Source: an optimization exercise on an open RTL-to-GDS flow (aim: small area, a short achievable clock period and few clock cycles per item). Production flows keep margins and buffers that such runs may drop. Where RTL was checked, it was by simulation tests only, not by an equivalence proof against the original.

Setup of v21:
==> flow/design.v <==
module Reconstructor(
    input enable,
    input CLK,
    input reset,
    input [7:0]height,
    input [7:0]width,
    input Vector_sig,
    input [7:0]mv_x,
    input [7:0]addr_x,
    input [7:0]mv_y,
    input [7:0]addr_y,
    output Nxt_block_sig,
    input [1:0]data_type,
    output [15:0]Tindex,
    input [5:0]pdi,
    output [15:0]index,
    output we,
    output [8:0]datax_out,
    output [8:0]datay_out,
    output [5:0]pdo
    );
localparam IDLE = 3'd0, WAIT = 3'd1, S1 = 3'd2, RD0 = 3'd3, CMP = 3'd4, RD = 3'd5;
reg [2:0] state;
reg [15:0] I, N;          
reg jxN, jyN, nval;       
reg [4:0] preg;           
reg [1:0] btype;
wire [1:0] rx = mv_x[1:0], ry = mv_y[1:0];
reg hasx, hasy;
always @(posedge CLK) begin
  hasx <= |rx;
  hasy <= |ry;
end
function [4:0] oa;
  input jx, jy;
  input [1:0] rx, ry;
  reg [2:0] cx, cy;
  begin
    cx = jx ? {1'b0, rx} : (rx == 2'd0 ? 3'd4 : {1'b0, 2'd0 - rx});
    cy = jy ? {1'b0, ry} : (ry == 2'd0 ? 3'd4 : {1'b0, 2'd0 - ry});
    oa = cx * cy;
  end
endfunction
wire s_cmp = (state == CMP);
wire wr = s_cmp & ({1'b0, preg} > pdi);
wire last = ~nval;
wire bx = (state == RD0) ? 1'b0 : jxN;
wire by = (state == RD0) ? 1'b0 : jyN;
wire nx_v  = (~bx & hasx) | (~by & hasy);
wire nx_x  = ~bx & hasx;
wire nx_y  = (~bx & hasx) ? by : 1'b1;
wire tgt_x = (state == S1) ? 1'b0 : nx_x;
wire tgt_y = (state == S1) ? 1'b0 : nx_y;
wire tmode = (state == IDLE) | (state == WAIT) | (s_cmp & last);
reg [7:0] ry0, rx0;
always @(posedge CLK) begin
  ry0 <= addr_y + mv_y[7:2];
  rx0 <= addr_x + mv_x[7:2];
end
wire [7:0] op = tmode ? addr_y : ry0 + {7'd0, tgt_y};
wire [7:0] ax = tmode ? addr_x : rx0 + {7'd0, tgt_x};
wire [15:0] M = op * width + {8'd0, ax} + {8'hFF, ~width};
assign Nxt_block_sig = (state == WAIT) | (s_cmp & last & ~wr);
assign Tindex = I;
assign index = (s_cmp & ~wr) ? N : I;
assign we = wr;
assign pdo = {1'b0, preg};
assign datax_out = {1'b0, mv_x};
assign datay_out = {1'b0, mv_y};
always @(posedge CLK or posedge reset)
  if (reset)
    state <= IDLE;
  else
    case (state)
      IDLE: if (enable) state <= WAIT;
      WAIT: if (Vector_sig) state <= S1;
      S1:   state <= RD0;
      RD0:  state <= CMP;
      CMP:  if (last) state <= (~wr & Vector_sig) ? S1 : WAIT;
            else if (wr) state <= RD;
      RD:   state <= CMP;
      default: state <= IDLE;
    endcase
always @(posedge CLK) begin
  case (state)
    IDLE, WAIT, S1: I <= M;
    RD0: begin
      N <= M; nval <= nx_v; jxN <= nx_x; jyN <= nx_y;
      btype <= data_type;
      preg <= oa(1'b0, 1'b0, rx, ry) + {data_type, 2'b00};
    end
    CMP: if (last) I <= M;
         else begin
           I <= N;
           preg <= oa(jxN, jyN, rx, ry) + {btype, 2'b00};
           N <= M; nval <= nx_v; jxN <= nx_x; jyN <= nx_y;
         end
    default: ;
  endcase
end
endmodule
export LEC_CHECK = 0
export ABC_CLOCK_PERIOD_IN_PS = 6000
export CAP_MARGIN = 20
export CORE_MARGIN = 2
export CORE_UTILIZATION = 40
export CTS_BUF_LIST = sky130_fd_sc_hd__clkbuf_8
export CTS_CLUSTER_SIZE = 30
export PLACE_DENSITY = 0.6
export SETUP_SLACK_MARGIN = 4.5
export SLEW_MARGIN = 20
create_clock -name core_clock -period 11.0 [get_ports {CLK}]
standard.sh (not shown) runs the stock make flow with config.mk's settings and CLKGATE_MAP_FILE= SYNTH_SCRIPT=/design/flow/synth_recipe.tcl, a recipe that flattens the netlist after the stock synthesis.
==> flow/flow/run.sh <==
#!/bin/bash
# Standard layout, with every port buffered by sky130_fd_sc_hd__buf_1.
set -euo pipefail
export BUFFER_PORTS_ARGS="-buffer_cell sky130_fd_sc_hd__buf_1"
bash standard.sh > standard.log 2>&1
Testbench counts of v21, summed over its fixed seeds: cycles 37,029, vectors 5,350.
The following lists how v7 was set up differently from v21:
==> flow/design.v <==
module Reconstructor(
    input enable,
    input CLK,
    input reset,
    input [7:0]height,
    input [7:0]width,
    input Vector_sig,
    input [7:0]mv_x,
    input [7:0]addr_x,
    input [7:0]mv_y,
    input [7:0]addr_y,
    output Nxt_block_sig,
    input [1:0]data_type,
    output [15:0]Tindex,
    input [5:0]pdi,
    output [15:0]index,
    output we,
    output [8:0]datax_out,
    output [8:0]datay_out,
    output [5:0]pdo
    );
localparam IDLE = 3'd0, WAIT = 3'd1, S1 = 3'd2, RD0 = 3'd3, CMP = 3'd4, RD = 3'd5;
reg [2:0] state;
reg [15:0] I, N;          
reg jxN, jyN, nval;       
reg [4:0] preg;           
reg [1:0] btype;
reg [7:0] ry0, rx0;
reg hasx, hasy;
always @(posedge CLK) begin
  ry0 <= addr_y + mv_y[7:2];
  rx0 <= addr_x + mv_x[7:2];
  hasx <= |mv_x[1:0];
  hasy <= |mv_y[1:0];
end
function [4:0] oa;
  input jx, jy;
  input [1:0] rx, ry;
  reg [2:0] cx, cy;
  begin
    cx = jx ? {1'b0, rx} : (rx == 2'd0 ? 3'd4 : {1'b0, 2'd0 - rx});
    cy = jy ? {1'b0, ry} : (ry == 2'd0 ? 3'd4 : {1'b0, 2'd0 - ry});
    oa = cx * cy;
  end
endfunction
wire s_cmp = (state == CMP);
wire s_rd0 = (state == RD0);
wire wr = s_cmp & ({1'b0, preg} > pdi);
wire last = ~nval;
wire adv = s_rd0 | (s_cmp & ~last);    
wire nx_v = (~jxN & hasx) | (~jyN & hasy);
wire nx_x = ~jxN & hasx;
wire nx_y = (~jxN & hasx) ? jyN : 1'b1;
wire tmode = (state == IDLE) | (state == WAIT) | (s_cmp & last);
wire tgt_x = (state == S1) ? 1'b0 : (state == RD) ? jxN : nx_x;
wire tgt_y = (state == S1) ? 1'b0 : (state == RD) ? jyN : nx_y;
wire [7:0] op = tmode ? addr_y : ry0 + {7'd0, tgt_y};
wire [7:0] ax = tmode ? addr_x : rx0 + {7'd0, tgt_x};
wire [15:0] M = op[7:1] * {width, 1'b0} + {8'hFF, ~(width & {8{~op[0]}})} + {8'd0, ax};
assign Nxt_block_sig = (state == WAIT) | (s_cmp & last & ~wr);
assign Tindex = N;
assign index = (s_rd0 | (s_cmp & ~wr)) ? N : I;
assign we = wr;
assign pdo = {1'b0, preg};
assign datax_out = {1'b0, mv_x};
assign datay_out = {1'b0, mv_y};
always @(posedge CLK or posedge reset)
  if (reset)
    state <= IDLE;
  else
    case (state)
      IDLE: if (enable) state <= WAIT;
      WAIT: if (Vector_sig) state <= S1;
      S1:   state <= RD0;
      RD0:  state <= CMP;
      CMP:  if (last) state <= (~wr & Vector_sig) ? S1 : WAIT;
            else if (wr) state <= RD;
      RD:   state <= CMP;
      default: state <= IDLE;
    endcase
always @(posedge CLK) begin
  N <= M;
  if (state == S1) begin
    jxN <= 1'b0; jyN <= 1'b0; nval <= 1'b1;
  end
  if (s_rd0)
    btype <= data_type;
  if (adv) begin
    I <= N;
    preg <= oa(jxN, jyN, mv_x[1:0], mv_y[1:0]) + {(s_rd0 ? data_type : btype), 2'b00};
    nval <= nx_v; jxN <= nx_x; jyN <= nx_y;
  end
end
endmodule
==> notes.md <==
Re wire length of the first global-routing pass: v7 is about 6.5% down on v21. Global-route usage: v7 higher than v21. Summary — slew at the pin with the worst max-slew slack, v7 relative to v21: lower, by 0.12 ns. Non-clock inverter instance count of the final layout (v7 vs. v21) decreases by more than 10%. Capturing element of the worst setup path = I[11]: v21; capturing element of the worst setup path = N[15]: v7. v7 ends up with lower largest stage delay on the critical path than v21 does. Between v21 and v7, the flow reports synthesized cell count decreasing by more than 10%. Between v7 and v21, the difference in sequential area share after synthesis is negligible.
Only the layout flow was run in v7; the RTL was not checked for function there.

---

== job 103 ==
Another version of the RTL of Reconstructor (not shown whole).
Size: about 690 cells after synthesis, about 60 flip-flops, ~120 I/O pins, about 6100 um2 of cells after synthesis.
==> flow/config.mk <==
export PLATFORM = sky130hd
export DESIGN_NAME = Reconstructor
export DESIGN_NICKNAME = Reconstructor
export VERILOG_FILES = /design/flow/design.v
export SDC_FILE = /design/flow/constraint.sdc
export NUM_CORES = 4
export LEC_CHECK = 0
export ABC_CLOCK_PERIOD_IN_PS = 6000
export CAP_MARGIN = 20
export CORE_MARGIN = 2
export CORE_UTILIZATION = 40
export CTS_BUF_LIST = sky130_fd_sc_hd__clkbuf_8
export CTS_CLUSTER_SIZE = 30
export PLACE_DENSITY = 0.6
export SETUP_SLACK_MARGIN = 5
export SLEW_MARGIN = 20
==> flow/constraint.sdc <==
create_clock -name core_clock -period 11.0 [get_ports {CLK}]
set_input_delay 2.2000 -clock core_clock [delete_from_list [all_inputs] [get_ports {CLK}]]
set_output_delay 2.2000 -clock core_clock [all_outputs]
set_load 0.01 [all_outputs]
==> flow/flow/run.sh <==
#!/bin/bash
# Standard layout, with every port buffered by sky130_fd_sc_hd__buf_1 and a
# clock tree of clkbuf_8 without dummy loads.
set -euo pipefail
export BUFFER_PORTS_ARGS="-buffer_cell sky130_fd_sc_hd__buf_1"
export CTS_ARGS="-sink_clustering_enable -repair_clock_nets -dont_use_dummy_load -buf_list sky130_fd_sc_hd__clkbuf_8 -sink_clustering_size 30 -sink_clustering_max_diameter 150"
bash standard.sh > standard.log 2>&1
diff inputs: job 103 => job 104
--- a/flow/design.v
+++ b/flow/design.v
@@ -20,31 +20,26 @@
     output [5:0]pdo
     );
 localparam IDLE = 3'd0, WAIT = 3'd1, S1 = 3'd2, RD = 3'd3, TL = 3'd4, WR = 3'd5;
 reg [2:0] state;
 reg [15:0] N;             
 reg [1:0] kN;             
 reg [1:0] kP;             
 reg pv;                   
 reg tv;                   
 reg [3:0] f;              
 reg [4:0] preg;           
 reg [1:0] btype;
-reg [1:0] rx, ry;
-reg ser;                  
-always @(posedge CLK) begin
-  rx <= mv_x[1:0];
-  ry <= mv_y[1:0];
-  ser <= (width == 8'd0) | (width == 8'd1) | (width == 8'd255);
-end
+wire [1:0] rx = mv_x[1:0], ry = mv_y[1:0];
+wire ser = (width == 8'd0) | (width == 8'd1) | (width == 8'd255);    
 wire hasx = |rx, hasy = |ry;
 function [4:0] oa;
   input [1:0] k;
   input [1:0] rx, ry;
   reg [2:0] cx, cy;
   begin
     cx = k[0] ? {1'b0, rx} : (rx == 2'd0 ? 3'd4 : {1'b0, 2'd0 - rx});
     cy = k[1] ? {1'b0, ry} : (ry == 2'd0 ? 3'd4 : {1'b0, 2'd0 - ry});
     case ({cx[2], cy[2]})
       2'b11: oa = 5'd16;
       2'b10: oa = {1'b0, cy[1:0], 2'b00};
       2'b01: oa = {1'b0, cx[1:0], 2'b00};
@@ -98,34 +93,36 @@
       S1: target = 3'd0;
       RD: if (n[2] & ~sr) target = {1'b0, n[1:0]};
       TL: if (|fl) target = {1'b0, first(fl)};
           else if (sr & n[2]) target = {1'b0, n[1:0]};
           else target = 3'b100;
       WR: if (|fl) target = {1'b0, first(fl)}; else target = 3'b100;
       default: target = 3'b100;
     endcase
   end
 endfunction
 wire [2:0] nk = nextk(kN, hasx, hasy);
 wire nv = nk[2];
+reg sercont;
+always @(posedge CLK) sercont <= ser & nv;
 wire [3:0] fr = s_wr ? f & ~(4'b0001 << kN) : f;    
 wire fany = |fr;
 reg [2:0] ns;
 always @(*)
   case (state)
     IDLE: ns = enable ? WAIT : IDLE;
     WAIT: ns = Vector_sig ? S1 : WAIT;
     S1:   ns = RD;
     RD:   ns = (~nv | ser) ? TL : RD;
-    TL:   ns = fany ? WR : (ser & nv) ? RD : (~gt & Vector_sig) ? S1 : WAIT;
+    TL:   ns = fany ? WR : sercont ? RD : (~gt & Vector_sig) ? S1 : WAIT;
     WR:   ns = fany ? WR : WAIT;
     default: ns = IDLE;
   endcase
 reg [3:0] fn;
 always @(*) begin
   fn = f;
   case (state)
     S1: fn = 4'd0;
     RD: if (pv) fn[kP] = gt;
     WR: fn = fr;
     default: ;
   endcase
@@ -249,31 +246,26 @@
 wire s103 = c76 ^ s77 ^ s53;
 wire c104 = (c76 & s77) | (c76 & s53) | (s77 & s53);
 wire s105 = c78 ^ s79 ^ s57;
 wire c106 = (c78 & s79) | (c78 & s57) | (s79 & s57);
 wire s107 = c80 ^ s81 ^ (op[7] & width[5]);
 wire c108 = (c80 & s81) | (c80 & (op[7] & width[5])) | (s81 & (op[7] & width[5]));
 wire s109 = c82 ^ s83 ^ (op[7] & width[6]);
 wire c110 = (c82 & s83) | (c82 & (op[7] & width[6])) | (s83 & (op[7] & width[6]));
 wire s111 = c84 ^ 1'b1 ^ (op[7] & width[7]);
 wire c112 = (c84 & 1'b1) | (c84 & (op[7] & width[7])) | (1'b1 & (op[7] & width[7]));
 wire [15:0] ta = {c112, c110, c108, c106, c104, c102, c100, c98, c96, c94, c92, c90, c88, c86, s85, r0[0]};
 wire [15:0] tb = {1'b1, s111, s109, s107, s105, s103, s101, s99, s97, s95, s93, s91, s89, s87, ax[1], ax[0]};
-wire [15:0] ag = ta & tb, ap = ta | tb;
-wire [15:0] g1 = ag | (ap & {ag[14:0], 1'b0}), p1 = ap & {ap[14:0], 1'b0};
-wire [15:0] g2 = g1 | (p1 & {g1[13:0], 2'b0}), p2 = p1 & {p1[13:0], 2'b0};
-wire [15:0] g4 = g2 | (p2 & {g2[11:0], 4'b0}), p4 = p2 & {p2[11:0], 4'b0};
-wire [15:0] g8 = g4 | (p4 & {g4[7:0], 8'b0});
-wire [15:0] M = ta ^ tb ^ {g8[14:0], 1'b0};
-wire tl_done = s_tl & ~fany & ~(ser & nv);    
+wire [15:0] M = ta + tb;
+wire tl_done = s_tl & ~fany & ~sercont;    
 assign Nxt_block_sig = (state == WAIT) | (tl_done & ~gt);
 assign Tindex = N;
 assign index = N;
 assign we = (s_tl & gt) | s_wr;
 assign pdo = {1'b0, pN};
 assign datax_out = {1'b0, mv_x};
 assign datay_out = {1'b0, mv_y};
 always @(posedge CLK or posedge reset)
   if (reset)
     state <= IDLE;
   else
     state <= ns;
Notes after the runs:
- Count of mapped cells out of synthesis: job 104 and job 103 compared, lower one is job 104
- Of job 104 and job 103, job 103 shows the lower global-route usage, with job 104 above it.
- Taking job 103 as 1.0, job 104 lands at 0.882 on number of distinct library cell variants in the gate-level netlist after synthesis.
- First-pass iteration count of the detailed router came out exactly the same in job 104 and job 103.
- Re area share of and/or/nand/nor cells after synthesis: job 104 and job 103 aren't equal, and the higher value belongs to job 103.
- Compared with job 103, job 104 shows a required time at the endpoint of the critical path that is 2440 ps lower.
- Number of clock buffers inserted by TritonCTS delta for job 104 relative to job 103: 4 lower
- Diff job 103 -> job 104: fmax decreased by 3.8% relative to the old numbers, delay of the slowest cell on the worst path decreased by 180 ps relative to the old numbers.
No functional check of the RTL was part of any run of this note.

## port drivers added, routing unchanged
The flow's constraints put no driver on any port. The routed layouts listed below were extracted and timed again, unchanged, in two steps.
Step 1 assumes that a clkbuf_16 drives the clock port and a buf_2 every other input.
Step 2 times the ports against the registers' clock, not the clock port: input delays grow and output delays shrink by t, the midpoint of the rising clock arrivals with the driver on.
Three values: ideal, step 1, step 2; two values: the first two.
run	t, ns	setup WS [ns]	worst hold slack (ns)	latest minus earliest clock arrival (ns)
v21	0.388	4.432 / 4.432 / 4.045	0.546 / 0.546 / 0.546	0.015 / 0.015
v7	0.387	3.897 / 3.891 / 3.504	0.465 / 0.465 / 0.465	0.015 / 0.015
job 103	0.386	5.025 / 5.022 / 4.636	0.541 / 0.541 / 0.541	0.022 / 0.022
job 104	0.355	4.790 / 4.745 / 4.714	0.513 / 0.513 / 0.513	0.018 / 0.018
After both steps setup and hold are still met in every run listed. The setup slack of v7, which loses most, moves by -0.006 ns with the drivers and by -0.393 ns with both steps.
